This design comes from an exercise in tuning for small area and a short achievable clock period on the open sky130 flow, not from production work. RTL that was checked went through simulation tests only; none was proved equivalent to the original. Power and IR drop assume default switching activity.

Design timer, start of the top module:
module timer
#(
    parameter ADDR_WIDTH    = 32   ,
    parameter DATA_WIDTH    = 32
)
(
    input                    clk               ,
    input                    rstn              ,
    output logic             slave_rdy         ,
    output logic  [3:0]      timer_int         ,
    input [ADDR_WIDTH-1:0]   raddr             ,
    input                    re                ,
    output logic  [DATA_WIDTH-1:0]   rdata             ,
    input [DATA_WIDTH/8-1:0] rsel              ,
    input [ADDR_WIDTH-1:0]   waddr             ,
    input                    we                ,
    input [DATA_WIDTH-1:0]   wdata             ,
    input [DATA_WIDTH/8-1:0] wsel
);
Size in the first run: ~1600 cells after synthesis, roughly 330 flip-flops, roughly 150 I/O pins, ~0.016 mm2 of cells after synthesis.
==> flow/config.mk <==
export PLATFORM = sky130hd
export DESIGN_NAME = timer
export DESIGN_NICKNAME = timer
export VERILOG_FILES = /design/flow/design.v
export SDC_FILE = /design/flow/constraint.sdc
export NUM_CORES = 4
export LEC_CHECK = 0
export ABC_CLOCK_PERIOD_IN_PS = 2000
export CAP_MARGIN = 20
export CORE_MARGIN = 2
export CORE_UTILIZATION = 65
export CTS_BUF_LIST = sky130_fd_sc_hd__clkbuf_16
export CTS_CLUSTER_DIAMETER = 80
export CTS_CLUSTER_SIZE = 24
export SETUP_SLACK_MARGIN = 2.0
export SLEW_MARGIN = 20
export TNS_END_PERCENT = 5
==> flow/constraint.sdc <==
create_clock -name core_clock -period 4.0 [get_ports {clk}]
set_input_delay 0.8000 -clock core_clock [delete_from_list [all_inputs] [get_ports {clk}]]
set_output_delay 0.8000 -clock core_clock [all_outputs]
set_load 0.01 [all_outputs]
standard.sh (not shown) runs the stock make flow with config.mk's settings and CLKGATE_MAP_FILE= SYNTH_SCRIPT=/design/flow/synth_recipe.tcl, a recipe that flattens the netlist after the stock synthesis.
==> flow/flow/run.sh <==
#!/bin/bash
# Standard ORFS layout (the standard.sh) with these changes:
#  - port buffers start as buf_1 (repair_timing upsizes the critical ones);
#  - DONT_USE_CELLS is the platform's list plus the slow wide OR/NOR/AND/NAND
#    gates and the delay cells (flow/dont_use.txt), so synthesis maps to
#    faster gates and the resizer does not size port buffers into delay cells.
HERE=$(pwd)
DU=$(tr '\n' ' ' < "$HERE/flow/dont_use.txt")
bash standard.sh "BUFFER_PORTS_ARGS=-buffer_cell sky130_fd_sc_hd__buf_1" \
  "DONT_USE_CELLS=$DU" finish > standard.log 2>&1
Other scripts of this flow, unchanged in this note and not shown: flow/flow/dont_use.txt
The first run completed without violations.
Then changed:
- SETUP_SLACK_MARGIN: 2.0 -> 1.9
- TNS_END_PERCENT: 5 -> default
After rerunning: Worst hold slack degrades by 0.045 ns. Total power came out higher by a few percent. Clock skew barely changes. Sequential share of layout area went down by 0.70 points. Flip-flop and latch count is unchanged. Via count goes up slightly. Count of clock-buffer cells in the layout went up by 3. Final area rises slightly.
Then changed:
- CORE_UTILIZATION: 65 -> 80
- SETUP_SLACK_MARGIN: 1.9 -> 2.0
Outcome: Cell count decreases by 1.9%; register-to-register slack gains 0.02 ns; routed wire length climbs by 7.0%; total power shrinks by 0.62%.
Then changed:
- CORE_UTILIZATION: 80 -> 65
The new run went through all stages and came out clean. Worst setup slack gains 0.045 ns. Combinational power is lower by about 4%. Core utilization shrinks by 15 points. Maximum frequency grows by 2.2%. Power increases by 0.79%. Critical path depth drops by 1.

* * *

Setup of willow:
Another version of the RTL of timer (not shown whole).
For scale: roughly 1600 cells after synthesis, about 320 flip-flops, roughly 16000 um^2 of cells after synthesis.
Settings: LEC_CHECK=0, CAP_MARGIN=20, CORE_MARGIN=2, CORE_UTILIZATION=40, SLEW_MARGIN=20; clock period 4.0 ns.
run.sh (not shown) runs the stock make flow with config.mk's settings and CLKGATE_MAP_FILE= SYNTH_SCRIPT=/design/flow/synth_recipe.tcl, a recipe that flattens the netlist after the stock synthesis.
Stock flow here: none of the scripts above is used.
The following lists how nickel was set up differently from willow:
Settings: ABC_CLOCK_PERIOD_IN_PS now 2000, previously not set; SETUP_SLACK_MARGIN now 1.8, previously not set; CORE_UTILIZATION now 65, was 40.
==> run summary <==
Compared with willow, in nickel power after layout shows a reduction of about 0.56%, initial core utilization shows an increase of 25 points, detailed-route wire length shows an increase of 7.2%.
Global route total overflow: nickel vs willow identical
nickel reports its critical path capture point as cnt[68] while willow reports cnt[20].
Total negative setup slack came out exactly the same in willow and nickel.
In the tables for willow and nickel, proportion of power drawn by combinational gates reads higher with nickel.
Setup changes, nickel to yarrow
Settings: CORE_UTILIZATION now 55, was 65; SETUP_SLACK_MARGIN now 1.6, was 1.8.
[summary]
Compared to nickel, yarrow has relative contribution of combinational cells to total power 0.9 points lower.
Of the two values seen for cell with the largest stage delay on the worst path, sky130_fd_sc_hd__clkdlybuf4s50_1 was produced by yarrow and sky130_fd_sc_hd__or4_4 by nickel.
yarrow vs nickel — data required time of the worst path dropped 60 ps.
Changes observed in yarrow relative to nickel: final weighted congestion in routability-driven placement now sits lower, design area moved down, data arrival time at the worst-slack endpoint -60 ps, area added between synthesis and finish decreased by 3.5 points relative to the old numbers.
### yarrow -> xenon
Settings: ABC_CLOCK_PERIOD_IN_PS now 1800, was 2000; SETUP_SLACK_MARGIN now 2.0, was 1.6.
Results
Number of nets in the layout: xenon > yarrow. As far as count of buffering cells on the critical path with inverters included goes, xenon and yarrow are indistinguishable; the numbers are identical. Changes observed in xenon relative to yarrow: worst-case headroom to the max-slew limit increased by 4.5 points relative to the old numbers; die height closely matched the old numbers; routed wire length increased by about 16% relative to the old numbers; share of power burned in registers decreased by 3.0 points relative to the old numbers.
Function was not checked in any run of this note: the RTL went through the layout flow alone.

* * *

Another version of the RTL of timer (not shown whole).
Size: ~330 flip-flops, ~150 I/O pins, about 15,000 um2 of cells after synthesis.
// timer
module timer
#(
    parameter ADDR_WIDTH    = 32   ,
    parameter DATA_WIDTH    = 32
)
(
    input                    clk               ,
    input                    rstn              ,
    output logic             slave_rdy         ,
    output logic  [3:0]      timer_int         ,
    input [ADDR_WIDTH-1:0]   raddr             ,
    input                    re                ,
    output logic  [DATA_WIDTH-1:0]   rdata             ,
    input [DATA_WIDTH/8-1:0] rsel              ,
    input [ADDR_WIDTH-1:0]   waddr             ,
    input                    we                ,
    input [DATA_WIDTH-1:0]   wdata             ,
    input [DATA_WIDTH/8-1:0] wsel
);
==> flow/config.mk <==
export PLATFORM = sky130hd
export DESIGN_NAME = timer
export DESIGN_NICKNAME = timer
export VERILOG_FILES = /design/flow/design.v
export SDC_FILE = /design/flow/constraint.sdc
export NUM_CORES = 4
export LEC_CHECK = 0
export ABC_CLOCK_PERIOD_IN_PS = 2000
export CAP_MARGIN = 20
export CORE_MARGIN = 2
export CORE_UTILIZATION = 65
export CTS_BUF_LIST = sky130_fd_sc_hd__clkbuf_16
export CTS_CLUSTER_DIAMETER = 80
export CTS_CLUSTER_SIZE = 24
export SETUP_SLACK_MARGIN = 1.7
export SLEW_MARGIN = 20
==> flow/constraint.sdc <==
create_clock -name core_clock -period 4.0 [get_ports {clk}]
set_input_delay 0.8000 -clock core_clock [delete_from_list [all_inputs] [get_ports {clk}]]
set_output_delay 0.8000 -clock core_clock [all_outputs]
set_load 0.01 [all_outputs]
standard.sh (not shown) runs the stock make flow with config.mk's settings and CLKGATE_MAP_FILE= SYNTH_SCRIPT=/design/flow/synth_recipe.tcl, a recipe that flattens the netlist after the stock synthesis.
Scripts as last shown in full above: flow/flow/run.sh
Other scripts of this flow, unchanged in this note and not shown: flow/flow/dont_use.txt
The starting point passed the timing, DRC and antenna checks.
==> next run, changes <==
--- a/flow/config.mk
+++ b/flow/config.mk
@@ -13,4 +13,4 @@
 export CTS_CLUSTER_DIAMETER = 80
 export CTS_CLUSTER_SIZE = 24
-export SETUP_SLACK_MARGIN = 1.7
+export SETUP_SLACK_MARGIN = 2.1
 export SLEW_MARGIN = 20
What happened:
- worst setup slack improved by 0.20 ns
- critical path depth shrinks by 6
- design area grows by 9.0%
- clock-buffer cell count grows by 2
- sequential power stays flat
- synthesized cell count does not change
- via count grows by 4.5%
==> next run, changes <==
--- a/flow/config.mk
+++ b/flow/config.mk
@@ -13,4 +13,4 @@
 export CTS_CLUSTER_DIAMETER = 80
 export CTS_CLUSTER_SIZE = 24
-export SETUP_SLACK_MARGIN = 2.1
+export SETUP_SLACK_MARGIN = 1.9
 export SLEW_MARGIN = 20
Effect:
- via count came out lower by 1.4%
- critical path depth rose by 6
- total power went down by 3.4%
- final cell count drops by 3.5%
- clock skew stays flat
- worst hold slack gets better by 0.016 ns
- die area is unchanged

* * *

Setup of job 356:
timer again, from the RTL that the note above started with.
export LEC_CHECK = 0
export ABC_CLOCK_PERIOD_IN_PS = 2000
export CAP_MARGIN = 20
export CORE_MARGIN = 2
export CORE_UTILIZATION = 65
export CTS_BUF_LIST = sky130_fd_sc_hd__clkbuf_4 sky130_fd_sc_hd__clkbuf_8
export CTS_CLUSTER_SIZE = 30
export SETUP_SLACK_MARGIN = 1.7
export SLEW_MARGIN = 20
create_clock -name core_clock -period 4.0 [get_ports {clk}]
==> flow/flow/run.sh <==
#!/bin/bash
# Standard ORFS layout with two extra settings:
#  - port buffers start as buf_1 (repair_timing upsizes the critical ones)
#  - power recovery after global routing downsizes non-critical gates
bash standard.sh "BUFFER_PORTS_ARGS=-buffer_cell sky130_fd_sc_hd__buf_1" RECOVER_POWER=100 finish > standard.log 2>&1
Job 356 had finished all stages when the layout checks came back failing, citing max-capacitance violations, max-slew violations.
For job 2249, these inputs were changed with respect to job 356:
# job 356
export LEC_CHECK = 0
export ABC_CLOCK_PERIOD_IN_PS = 2000
export CAP_MARGIN = 20
export CORE_MARGIN = 2
export CORE_UTILIZATION = 65
export CTS_BUF_LIST = sky130_fd_sc_hd__clkbuf_4 sky130_fd_sc_hd__clkbuf_8
export CTS_CLUSTER_SIZE = 30
export SETUP_SLACK_MARGIN = 1.7
export SLEW_MARGIN = 20
create_clock -name core_clock -period 4.0 [get_ports {clk}]
# job 2249
export LEC_CHECK = 0
export ABC_CLOCK_PERIOD_IN_PS = 2000
export CAP_MARGIN = 20
export CORE_MARGIN = 2
export CORE_UTILIZATION = 65
export CTS_BUF_LIST = sky130_fd_sc_hd__clkbuf_16
export CTS_CLUSTER_DIAMETER = 80
export CTS_CLUSTER_SIZE = 24
export SETUP_SLACK_MARGIN = 1.7
export SLEW_MARGIN = 20
create_clock -name core_clock -period 4.0 [get_ports {clk}]
==> flow/flow/run.sh <==
#!/bin/bash
# Standard ORFS layout, except that port buffers start as buf_1
# (repair_timing upsizes the critical ones).
bash standard.sh "BUFFER_PORTS_ARGS=-buffer_cell sky130_fd_sc_hd__buf_1" finish > standard.log 2>&1
==> run summary <==
Diff job 356..job 2249 | xor and xnor area share after synthesis | unchanged
Diff job 356 and job 2249: global-route wire length before repair lower in job 2249
On non-clock buffer count in the final layout: between job 356 and job 2249, it ends up higher for job 2249.
Summary of job 2249 over job 356: total power down about 14%, number of enable-type register cells in the synthesized netlist flat.
Of the two values seen for timing startpoint of the critical path, cnt[104]$_DFF_P_ was produced by job 2249 and we by job 356.
Job 2249 ran to completion and came out clean on the timing, DRC and antenna checks.
Here is what was changed in the inputs of job 8043 compared with job 2249.
# job 2249
export LEC_CHECK = 0
export ABC_CLOCK_PERIOD_IN_PS = 2000
export CAP_MARGIN = 20
export CORE_MARGIN = 2
export CORE_UTILIZATION = 65
export CTS_BUF_LIST = sky130_fd_sc_hd__clkbuf_16
export CTS_CLUSTER_DIAMETER = 80
export CTS_CLUSTER_SIZE = 24
export SETUP_SLACK_MARGIN = 1.7
export SLEW_MARGIN = 20
create_clock -name core_clock -period 4.0 [get_ports {clk}]
# job 8043
export LEC_CHECK = 0
export ABC_CLOCK_PERIOD_IN_PS = 2000
export CAP_MARGIN = 20
export CORE_MARGIN = 2
export CORE_UTILIZATION = 65
export CTS_BUF_LIST = sky130_fd_sc_hd__clkbuf_4 sky130_fd_sc_hd__clkbuf_8
export CTS_CLUSTER_SIZE = 30
export SETUP_SLACK_MARGIN = 1.7
export SLEW_MARGIN = 20
create_clock -name core_clock -period 4.0 [get_ports {clk}]
--- outcome ---
- Looking at startpoint of the most critical setup path, the cnt[104]$_DFF_P_ result is from job 2249; the cnt[101]$_DFF_P_ one comes from job 8043.
- Diff job 2249 -> job 8043: worst setup slack rose by 0.010 ns, buffer count excluding the clock tree in the final layout fell about 0.8%, number of cells on the critical path rose by 1.
- | sequential share of layout area | higher: job 2249 |
- Between job 8043 and job 2249, the difference in combinational logic power is negligible.
- Job 8043 vs. job 2249: sequential power about even; global-route wire length before repair now sits higher; share of final layout cell area taken by non-clock buffers decreased 0.28 points; final cell utilization of the core now sits higher.
Inputs modified between job 8043 and job 3532:
==> flow/run.sh (new file) <==
#!/bin/bash
# synth_recipe.tcl (not shown) runs the flow's synth.tcl, then flattens the netlist and writes it again
# the make line also repeats each setting of config.mk as NAME=value (left out here)
make -C /OpenROAD-flow-scripts/flow DESIGN_CONFIG=/design/flow/config.mk WORK_HOME=/design/flow/orfs CLKGATE_MAP_FILE= SYNTH_SCRIPT=/design/flow/synth_recipe.tcl finish
removed: flow/flow/run.sh
removed: flow/standard.sh
## What came out
- Measured against each other, job 8043 and job 3532 differ in combinational power share, the lower figure coming from job 8043.
- The final reports for job 3532 and job 8043 show worst setup slack lower in the former.
- Re area occupied by multi-input gates: job 3532 is 35 um^2 up on job 8043.
- Job 3532 vs job 8043 — fraction of standard cell area that is sequential dropped 1.2 points.
- Job 3532: flow completed, timing, DRC and antenna clean
- Compared with job 8043, job 3532 shows combinational power that has gone up by more than 10%.
- Diff job 3532..job 8043 | synthesized cell count | unchanged
- Changes observed in job 3532 relative to job 8043: final weighted congestion in routability-driven placement higher; clock skew lower.
--- input diff job 3532..job 4795 ---
# job 3532
export LEC_CHECK = 0
export ABC_CLOCK_PERIOD_IN_PS = 2000
export CAP_MARGIN = 20
export CORE_MARGIN = 2
export CORE_UTILIZATION = 65
export CTS_BUF_LIST = sky130_fd_sc_hd__clkbuf_4 sky130_fd_sc_hd__clkbuf_8
export CTS_CLUSTER_SIZE = 30
export SETUP_SLACK_MARGIN = 1.7
export SLEW_MARGIN = 20
create_clock -name core_clock -period 4.0 [get_ports {clk}]
# job 4795
export LEC_CHECK = 0
export ABC_CLOCK_PERIOD_IN_PS = 2000
export CAP_MARGIN = 20
export CORE_MARGIN = 2
export CORE_UTILIZATION = 65
export CTS_BUF_LIST = sky130_fd_sc_hd__clkbuf_4 sky130_fd_sc_hd__clkbuf_8
export CTS_CLUSTER_SIZE = 30
export SETUP_SLACK_MARGIN = 1.9
export SLEW_MARGIN = 20
create_clock -name core_clock -period 4.0 [get_ports {clk}]
### Flow results
Final worst-path setup slack for job 4795: 0.18 ns up relative to job 3532. Relative to job 3532, the routed wire length measured on job 4795 has increased by more than 10%. Going from job 3532 to job 4795, die area flat, met3 layer usage reported by global route has decreased, final estimated routing congestion in global placement shrank by about 1.3%. Job 4795 completed end to end with timing, DRC and antenna clean. Between job 3532 and job 4795, the critical path depth is lower for job 3532. Combinational cell fraction of total power (job 4795 over job 3532): increase, 0.2 points. Job 4795 vs job 3532: detail-routed net length per standard cell up by a little under 10%. Clock network contribution to total cell area, job 3532 and job 4795: smaller value in job 3532.

* * *

Another version of the RTL of timer (not shown whole).
Size in the first run: roughly 1400 cells after synthesis, roughly 330 flip-flops, ~150 I/O pins, about 0.015 mm2 of cells after synthesis.
make LEC_CHECK=0 ABC_CLOCK_PERIOD_IN_PS=2000 CAP_MARGIN=20 CORE_MARGIN=2 CORE_UTILIZATION=55 SETUP_SLACK_MARGIN=1.7 SLEW_MARGIN=20 finish   # period 4.0 ns
run.sh (not shown) runs the stock make flow with config.mk's settings and CLKGATE_MAP_FILE= SYNTH_SCRIPT=/design/flow/synth_recipe.tcl, a recipe that flattens the netlist after the stock synthesis.
Stock flow here: none of the scripts above is used.
The first run finished clean.
Edit:
- CORE_UTILIZATION: 55 -> 65
- CTS_BUF_LIST: not set -> sky130_fd_sc_hd__clkbuf_4 sky130_fd_sc_hd__clkbuf_8
- CTS_CLUSTER_SIZE: not set -> 30
After rerunning:
- design area is lower by 2.1%
- routed wire length fell by 7.1%
- worst hold slack is worse by 0.14 ns
- cell count came out lower by 1.8%
No functional check of the RTL was part of any run of this note.

[static timing again, ports no longer ideal]
In the flow no input, the clock included, has a driving cell. The finished layouts below were timed again as built, in two steps.
Step 1, drivers: a clkbuf_16 drives clk and a buf_2 each remaining input, both assumed.
Step 2 moves the port delays by t, midway between the first and last clock arrival at a register: inputs arrive t later, outputs are due t later. That takes back most of the time a late clock gives input paths.
Three values: ideal, step 1, step 2; two values: the first two.
run | t, ns | setup slack, ns | slew at the worst register clock pin (ns) | cell pins on the clock port's net
the first run of note 1 | 0.566 | 1.859 / 1.867 / 1.321 | 0.10 / 0.10 | 1
the second run of note 1 | 0.581 | 1.870 / 1.880 / 1.300 | 0.10 / 0.10 | 1
the third run of note 1 | 0.565 | 1.912 / 1.911 / 1.347 | 0.11 / 0.11 | 1
the fourth run of note 1 | 0.563 | 1.957 / 1.956 / 1.400 | 0.10 / 0.10 | 1
willow | 0.600 | 0.716 / 0.716 / 0.432 | 0.07 / 0.07 | 1
nickel | 0.563 | 1.587 / 1.587 / 1.265 | 0.07 / 0.07 | 1
yarrow | 0.570 | 1.592 / 1.627 / 1.058 | 0.06 / 0.06 | 1
xenon | 0.577 | 1.621 / 1.621 / 1.312 | 0.07 / 0.07 | 1
the first run of note 3 | 0.562 | 1.740 / 1.747 / 1.208 | 0.10 / 0.10 | 1
the second run of note 3 | 0.569 | 1.939 / 1.888 / 1.387 | 0.10 / 0.10 | 1
the third run of note 3 | 0.565 | 1.840 / 1.868 / 1.306 | 0.11 / 0.11 | 1
job 356 | 0.622 | 1.003 / 1.023 / 0.401 | 0.07 / 0.07 | 1
job 2249 | 0.554 | 1.694 / 1.694 / 1.247 | 0.10 / 0.10 | 1
job 8043 | 0.621 | 1.704 / 1.704 / 1.215 | 0.07 / 0.07 | 1
job 3532 | 0.621 | 1.671 / 1.635 / 1.096 | 0.07 / 0.07 | 1
job 4795 | 0.625 | 1.846 / 1.829 / 1.260 | 0.08 / 0.08 | 1
the first run of note 5 | 0.566 | 1.531 / 1.531 / 1.184 | 0.06 / 0.06 | 1
the second run of note 5 | 0.619 | 1.591 / 1.591 / 1.076 | 0.07 / 0.07 | 1
For job 356, which loses most, drivers alone change the setup slack by +0.020 ns; drivers and shift together by -0.602 ns.
